Source: an optimization exercise on an open RTL-to-GDS flow (aim: small area). Production flows keep margins and buffers that such runs may drop.
Function was checked by simulation only, so behaviour that the tests miss may differ from the original.
The clock port is modelled as an ideal driver; clocking choices that lean on that would not hold on a real chip.
Power and IR drop assume default switching activity.

rev 12:
==> flow/design.v <==
module apb_slave (
	input wire s1,
	input wire s2,
	input wire ns3,
	input wire ns4,
	input wire sf,
	input wire c0,
	input wire c1,
	input wire n0,
	input wire n1,
	output wire rd
);
wire cnt_n;                  
counter_control u_cnt (.s1(s1), .s2(s2), .sf(sf), .c0(c0), .c1(c1), .y_n(cnt_n));
assign rd = ~((ns3 | n0) & (ns4 | n1) & cnt_n);
endmodule
module register (
	input wire we_n,
	input wire wdata,
	input wire q,
	output wire nxt
);
assign nxt = we_n ? q : ~wdata;
endmodule
module counter_control (
	input wire s1,
	input wire s2,
	input wire sf,
	input wire c0,
	input wire c1,
	output wire y_n
);
assign y_n = ~((s1 & c0) | (s2 & c1) | sf);
endmodule
module counter (
	input wire we,
	input wire we_n,
	input wire wdata,
	input wire inc,
	output wire nxt
);
assign nxt = (we & wdata) | (we_n & inc);
endmodule
module timer_top (
	input wire sys_clk,
	input wire sys_rst_n,
	input wire tim_pwrite,
	input wire tim_psel,
	input wire tim_penable,
	input wire [11:0] tim_paddr,
	input wire [31:0] tim_pwdata,
	input wire [3:0] tim_pstrb,
	input wire dbg_mode,
	output reg [31:0] tim_prdata,
	output wire tim_pready,
	output wire tim_pslverr,
	output wire tim_int
);
wire addr_ok = ~(|tim_paddr[11:5]) & ~(|tim_paddr[1:0]);
wire [2:0] ra = tim_paddr[4:2];
wire wr = tim_psel & tim_penable & tim_pwrite & addr_ok;
assign tim_pready = 1'b1;
assign tim_pslverr = ~addr_ok;
wire we_tcr   = wr & (ra == 3'd0);
wire we_tdr0  = wr & (ra == 3'd1);
wire we_tdr1  = wr & (ra == 3'd2);
wire we_tcmp0 = wr & (ra == 3'd3);
wire we_tcmp1 = wr & (ra == 3'd4);
wire we_tier  = wr & (ra == 3'd5);
wire we_tisr  = wr & (ra == 3'd6);
wire we_thcsr = wr & (ra == 3'd7);
reg        timer_en, div_en, int_en, int_st, halt_req;
reg  [3:0] div_val;
reg  [7:0] pcnt;
reg [63:0] cnt;              
reg        cnt_clr;          
reg [63:0] ncmp;             
reg        cdef0, cdef1;     
wire [7:0] pmask;
genvar i;
generate
	for (i = 0; i < 8; i = i + 1) begin : g_mask
		assign pmask[i] = (div_val > i);
	end
endgenerate
wire dv0 = (div_val == 4'd0);
wire phit = (pcnt == pmask);
wire cnt_en = timer_en & (~div_en | dv0 | phit);
wire prun = timer_en & div_en & ~dv0 & ~phit;
wire [8:0] pc;
assign pc[0] = 1'b1;
generate
	for (i = 0; i < 8; i = i + 1) begin : g_pinc
		assign pc[i+1] = pc[i] & pcnt[i];
	end
endgenerate
wire [7:0] pcnt_nxt = {8{prun}} & (pcnt ^ pc[7:0]);
wire [3:0] gall;             
wire [4:0] gpre;             
wire [63:0] cc;
assign gpre[0] = 1'b1;
generate
	for (i = 0; i < 4; i = i + 1) begin : g_grp
		assign gall[i] = &cnt[16*i+15:16*i];
		assign gpre[i+1] = gpre[i] & gall[i];
	end
	for (i = 0; i < 64; i = i + 1) begin : g_cinc
		if (i % 16 == 0) begin : g_first
			assign cc[i] = cnt_en & gpre[i/16];
		end else begin : g_next
			assign cc[i] = cc[i-1] & cnt[i-1];
		end
	end
endgenerate
wire [63:0] cinc = cnt ^ cc[63:0];
wire [63:0] cnxt;
wire we_tdr0_n = ~we_tdr0 & ~cnt_clr;
wire we_tdr1_n = ~we_tdr1 & ~cnt_clr;
generate
	for (i = 0; i < 32; i = i + 1) begin : g_csel
		counter u_lo (.we(we_tdr0), .we_n(we_tdr0_n), .wdata(tim_pwdata[i]), .inc(cinc[i]),    .nxt(cnxt[i]));
		counter u_hi (.we(we_tdr1), .we_n(we_tdr1_n), .wdata(tim_pwdata[i]), .inc(cinc[i+32]), .nxt(cnxt[i+32]));
	end
endgenerate
wire match_lo = cdef0 ? (gall[0] & gall[1]) : &(cnt[31:0] ^ ncmp[31:0]);
wire match_hi = cdef1 ? (gall[2] & gall[3]) : &(cnt[63:32] ^ ncmp[63:32]);
wire match = ~cnt_clr & match_lo & match_hi;
always @(posedge sys_clk or negedge sys_rst_n) begin
	if (!sys_rst_n) begin
		timer_en <= 1'b0;
		div_en   <= 1'b0;
		div_val  <= 4'd1;
		int_en   <= 1'b0;
		int_st   <= 1'b0;
		halt_req <= 1'b0;
		cnt_clr  <= 1'b1;
		cdef0    <= 1'b1;
		cdef1    <= 1'b1;
	end else begin
		if (we_tcr) begin
			timer_en <= tim_pwdata[0];
			div_en   <= tim_pwdata[1];
			if (tim_pwdata[11:8] < 4'd9)
				div_val <= tim_pwdata[11:8];
		end
		if (we_tier)  int_en   <= tim_pwdata[0];
		if (we_thcsr) halt_req <= tim_pwdata[0];
		int_st <= int_st ? ~(we_tisr & tim_pwdata[0]) : match;
		cnt_clr <= 1'b0;
		if (we_tcmp0) cdef0 <= 1'b0;
		if (we_tcmp1) cdef1 <= 1'b0;
	end
end
wire [63:0] ncmp_nxt;
wire we_tcmp0_n = ~we_tcmp0;
wire we_tcmp1_n = ~we_tcmp1;
generate
	for (i = 0; i < 32; i = i + 1) begin : g_cmp
		register u_lo (.we_n(we_tcmp0_n), .wdata(tim_pwdata[i]), .q(ncmp[i]),    .nxt(ncmp_nxt[i]));
		register u_hi (.we_n(we_tcmp1_n), .wdata(tim_pwdata[i]), .q(ncmp[i+32]), .nxt(ncmp_nxt[i+32]));
	end
endgenerate
always @(posedge sys_clk) begin
	ncmp <= ncmp_nxt;
	cnt  <= cnxt;
end
always @(posedge sys_clk) begin
	pcnt <= pcnt_nxt;
end
assign tim_int = int_st & int_en;
wire rs_tcr = (ra == 3'd0), rs_tdr0 = (ra == 3'd1), rs_tdr1 = (ra == 3'd2),
     rs_cmp0 = (ra == 3'd3), rs_cmp1 = (ra == 3'd4), rs_tier = (ra == 3'd5),
     rs_tisr = (ra == 3'd6), rs_thcsr = (ra == 3'd7);
wire rs_cmp0_n = ~rs_cmp0, rs_cmp1_n = ~rs_cmp1;
wire rs_tdr0_v = rs_tdr0 & ~cnt_clr, rs_tdr1_v = rs_tdr1 & ~cnt_clr;
wire rs_def = (rs_cmp0 & cdef0) | (rs_cmp1 & cdef1);
wire [31:0] rd_cc;           
generate
	for (i = 0; i < 32; i = i + 1) begin : g_rd
		apb_slave u_rd (.s1(rs_tdr0_v), .s2(rs_tdr1_v), .ns3(rs_cmp0_n), .ns4(rs_cmp1_n), .sf(rs_def),
		                .c0(cnt[i]), .c1(cnt[i+32]), .n0(ncmp[i]), .n1(ncmp[i+32]), .rd(rd_cc[i]));
	end
endgenerate
always @* begin
	tim_prdata = rd_cc;
	tim_prdata[0] = rd_cc[0] | (rs_tcr & timer_en) | (rs_tier & int_en) | (rs_tisr & int_st) | (rs_thcsr & halt_req);
	tim_prdata[1] = rd_cc[1] | (rs_tcr & div_en) | (rs_thcsr & dbg_mode & halt_req);
	tim_prdata[11:8] = rd_cc[11:8] | ({4{rs_tcr}} & div_val);
end
endmodule
==> flow/config.mk <==
export PLATFORM = sky130hd
export DESIGN_NAME = timer_top
export DESIGN_NICKNAME = timer_top
export VERILOG_FILES = /design/flow/design.v
export SDC_FILE = /design/flow/constraint.sdc
export NUM_CORES = 4
export LEC_CHECK = 0
export CAP_MARGIN = 20
export CORE_MARGIN = 2
export CORE_UTILIZATION = 70
export PLACE_DENSITY = 0.8
export SLEW_MARGIN = 20
export SYNTH_HIERARCHICAL = 1
==> flow/constraint.sdc <==
create_clock -name core_clock -period 5.5 [get_ports {sys_clk}]
set_input_delay 1.1000 -clock core_clock [delete_from_list [all_inputs] [get_ports {sys_clk}]]
set_output_delay 1.1000 -clock core_clock [all_outputs]
set_load 0.01 [all_outputs]
standard.sh (not shown) runs the stock make flow with config.mk's settings and CLKGATE_MAP_FILE= SYNTH_SCRIPT=/design/flow/synth_recipe.tcl, a recipe that flattens the netlist after the stock synthesis.
==> flow/flow/run.sh <==
#!/bin/bash
# The standard layout (standard.sh, unchanged synthesis) with:
#  - port buffers of the smallest buffer cell instead of the default pick
#  - clock tree without dummy load cells, built from small clock buffers;
#    after CTS, leaf buffers whose flip-flop clock pins see a slow edge are
#    upsized (flow/post_cts.tcl)
#  - after floorplan, combinational cells are sized down to the smallest of
#    their family (flow/post_floorplan.tcl); later repair upsizes as needed
set -o pipefail
export BUFFER_PORTS_ARGS="-buffer_cell sky130_fd_sc_hd__buf_1"
export CTS_ARGS="-sink_clustering_enable -repair_clock_nets -dont_use_dummy_load -buf_list sky130_fd_sc_hd__clkbuf_4"
export POST_CTS_TCL="$(pwd)/flow/post_cts.tcl"
export POST_FLOORPLAN_TCL="$(pwd)/flow/post_floorplan.tcl"
bash standard.sh finish > standard.log 2>&1
==> flow/flow/post_cts.tcl <==
# Upsize clock-tree leaf buffers whose flip-flop clock pins see a slow edge.
estimate_parasitics -placement
foreach inst [get_cells clkbuf_*] {
  set worst 0.0
  foreach pin [get_pins -of_objects $inst -filter "direction==output"] {
    foreach load [get_pins -of_objects [get_nets -of_objects $pin] -filter "direction==input"] {
      set s [get_property $load slew_max]
      if {$s > $worst} { set worst $s }
    }
  }
  if {$worst > 0.10} {
    puts "POST_CTS upsizing [get_name $inst] (clock slew $worst)"
    replace_cell $inst sky130_fd_sc_hd__clkbuf_8
  }
}
estimate_parasitics -placement
detailed_placement
check_placement -verbose
report_design_area
==> flow/flow/post_floorplan.tcl <==
# Size every combinational cell down to the smallest cell of its family;
# the placement and CTS repair steps that follow upsize what timing needs.
set ndown 0
foreach inst [get_cells *] {
  set ref [get_property $inst ref_name]
  if {![regexp {^(sky130_fd_sc_hd__[a-z0-9]+)_([0-9]+)$} $ref -> fam drv]} continue
  if {[regexp {__(df|sdf|edf|dl|sdl|clk|conb|tap|fill|decap|buf|probe|lpflow|ebuf|einv)} $fam]} continue
  set best $ref; set barea [get_property [get_lib_cells */$ref] area]
  foreach lc [get_lib_cells */${fam}_*] {
    set n [get_name $lc]
    if {![regexp "^${fam}_\[0-9\]+\$" $n]} continue
    if {[get_property $lc dont_use]} continue
    set a [get_property $lc area]
    if {$a < $barea} { set best $n; set barea $a }
  }
  if {$best != $ref} { replace_cell $inst $best; incr ndown }
}
puts "DOWNSIZE resized $ndown cells"
report_design_area
What rev 13 does differently from rev 12 at the input level:
-- flow/design.v --
<<< rev 12, line 73
reg  [3:0] div_val;
reg  [7:0] pcnt;
reg [63:0] cnt;              
reg        cnt_clr;          
reg [63:0] ncmp;             
reg        cdef0, cdef1;     
>>> rev 13, line 73
reg  [3:0] div_val;
reg  [7:0] pcnt;
reg [63:0] cnt;
reg [63:0] ncmp;             
reg        cdef0, cdef1;     
<<< rev 12, line 115
wire [63:0] cinc = cnt ^ cc[63:0];
wire [63:0] cnxt;
wire we_tdr0_n = ~we_tdr0 & ~cnt_clr;
wire we_tdr1_n = ~we_tdr1 & ~cnt_clr;
generate
	for (i = 0; i < 32; i = i + 1) begin : g_csel
>>> rev 13, line 114
wire [63:0] cinc = cnt ^ cc[63:0];
wire [63:0] cnxt;
wire we_tdr0_n = ~we_tdr0;
wire we_tdr1_n = ~we_tdr1;
generate
	for (i = 0; i < 32; i = i + 1) begin : g_csel
<<< rev 12, line 125
wire match_lo = cdef0 ? (gall[0] & gall[1]) : &(cnt[31:0] ^ ncmp[31:0]);
wire match_hi = cdef1 ? (gall[2] & gall[3]) : &(cnt[63:32] ^ ncmp[63:32]);
wire match = ~cnt_clr & match_lo & match_hi;
always @(posedge sys_clk or negedge sys_rst_n) begin
	if (!sys_rst_n) begin
>>> rev 13, line 124
wire match_lo = cdef0 ? (gall[0] & gall[1]) : &(cnt[31:0] ^ ncmp[31:0]);
wire match_hi = cdef1 ? (gall[2] & gall[3]) : &(cnt[63:32] ^ ncmp[63:32]);
wire match = match_lo & match_hi;
always @(posedge sys_clk or negedge sys_rst_n) begin
	if (!sys_rst_n) begin
<<< rev 12, line 134
		int_st   <= 1'b0;
		halt_req <= 1'b0;
		cnt_clr  <= 1'b1;
		cdef0    <= 1'b1;
		cdef1    <= 1'b1;
>>> rev 13, line 133
		int_st   <= 1'b0;
		halt_req <= 1'b0;
		cnt      <= 64'd0;
		cdef0    <= 1'b1;
		cdef1    <= 1'b1;
<<< rev 12, line 147
		if (we_thcsr) halt_req <= tim_pwdata[0];
		int_st <= int_st ? ~(we_tisr & tim_pwdata[0]) : match;
		cnt_clr <= 1'b0;
		if (we_tcmp0) cdef0 <= 1'b0;
		if (we_tcmp1) cdef1 <= 1'b0;
>>> rev 13, line 146
		if (we_thcsr) halt_req <= tim_pwdata[0];
		int_st <= int_st ? ~(we_tisr & tim_pwdata[0]) : match;
		cnt <= cnxt;
		if (we_tcmp0) cdef0 <= 1'b0;
		if (we_tcmp1) cdef1 <= 1'b0;
<<< rev 12, line 163
always @(posedge sys_clk) begin
	ncmp <= ncmp_nxt;
	cnt  <= cnxt;
end
always @(posedge sys_clk) begin
>>> rev 13, line 162
always @(posedge sys_clk) begin
	ncmp <= ncmp_nxt;
end
always @(posedge sys_clk) begin
<<< rev 12, line 173
     rs_tisr = (ra == 3'd6), rs_thcsr = (ra == 3'd7);
wire rs_cmp0_n = ~rs_cmp0, rs_cmp1_n = ~rs_cmp1;
wire rs_tdr0_v = rs_tdr0 & ~cnt_clr, rs_tdr1_v = rs_tdr1 & ~cnt_clr;
wire rs_def = (rs_cmp0 & cdef0) | (rs_cmp1 & cdef1);
wire [31:0] rd_cc;           
generate
	for (i = 0; i < 32; i = i + 1) begin : g_rd
		apb_slave u_rd (.s1(rs_tdr0_v), .s2(rs_tdr1_v), .ns3(rs_cmp0_n), .ns4(rs_cmp1_n), .sf(rs_def),
		                .c0(cnt[i]), .c1(cnt[i+32]), .n0(ncmp[i]), .n1(ncmp[i+32]), .rd(rd_cc[i]));
	end
>>> rev 13, line 171
     rs_tisr = (ra == 3'd6), rs_thcsr = (ra == 3'd7);
wire rs_cmp0_n = ~rs_cmp0, rs_cmp1_n = ~rs_cmp1;
wire rs_def = (rs_cmp0 & cdef0) | (rs_cmp1 & cdef1);
wire [31:0] rd_cc;           
generate
	for (i = 0; i < 32; i = i + 1) begin : g_rd
		apb_slave u_rd (.s1(rs_tdr0), .s2(rs_tdr1), .ns3(rs_cmp0_n), .ns4(rs_cmp1_n), .sf(rs_def),
		                .c0(cnt[i]), .c1(cnt[i+32]), .n0(ncmp[i]), .n1(ncmp[i+32]), .rd(rd_cc[i]));
	end
==> comparison <==
The total routed wirelength of rev 13 was inferior to that of rev 12. Where worst hold slack is concerned, rev 12 is outperformed by rev 13. Relative to rev 12, synthesized-area fraction occupied by and/or/nand/nor cells has increased by 0.34 points in rev 13. According to the power report, total power for rev 13 is lower than for rev 12. Wire length of the first global-routing pass up 5.1% in rev 13 wrt rev 12.

==> afterwards: timing with drivers on the ports <==
How much do the figures lean on ideal ports? The routed layouts below were timed once more, with nothing changed but the port constraints. Step 1 (the two cells are an assumption about what drives the block):
set clk [get_ports {sys_clk}]
set_driving_cell -lib_cell sky130_fd_sc_hd__clkbuf_16 $clk
set_driving_cell -lib_cell sky130_fd_sc_hd__buf_2 [delete_from_list [all_inputs] $clk]
Step 2 adds t to the input delays and takes it off the output delays; t is the mean of the earliest and latest rising clock arrival at the registers after step 1. Input paths then give back, and output paths get back, about the clock's delay inside the block. Slacks: ideal ports / drivers / drivers and shift; pairs: ideal ports / drivers.
| run | t, ns | setup slack, ns | slew at the worst register clock pin (ns) |
|---|---|---|---|
| rev 12 | 0.470 | 0.434 / 0.434 / 0.434 | 0.11 / 0.11 |
| rev 13 | 0.475 | 0.460 / 0.460 / 0.460 | 0.10 / 0.10 |
After both steps every run listed still meets setup and hold.
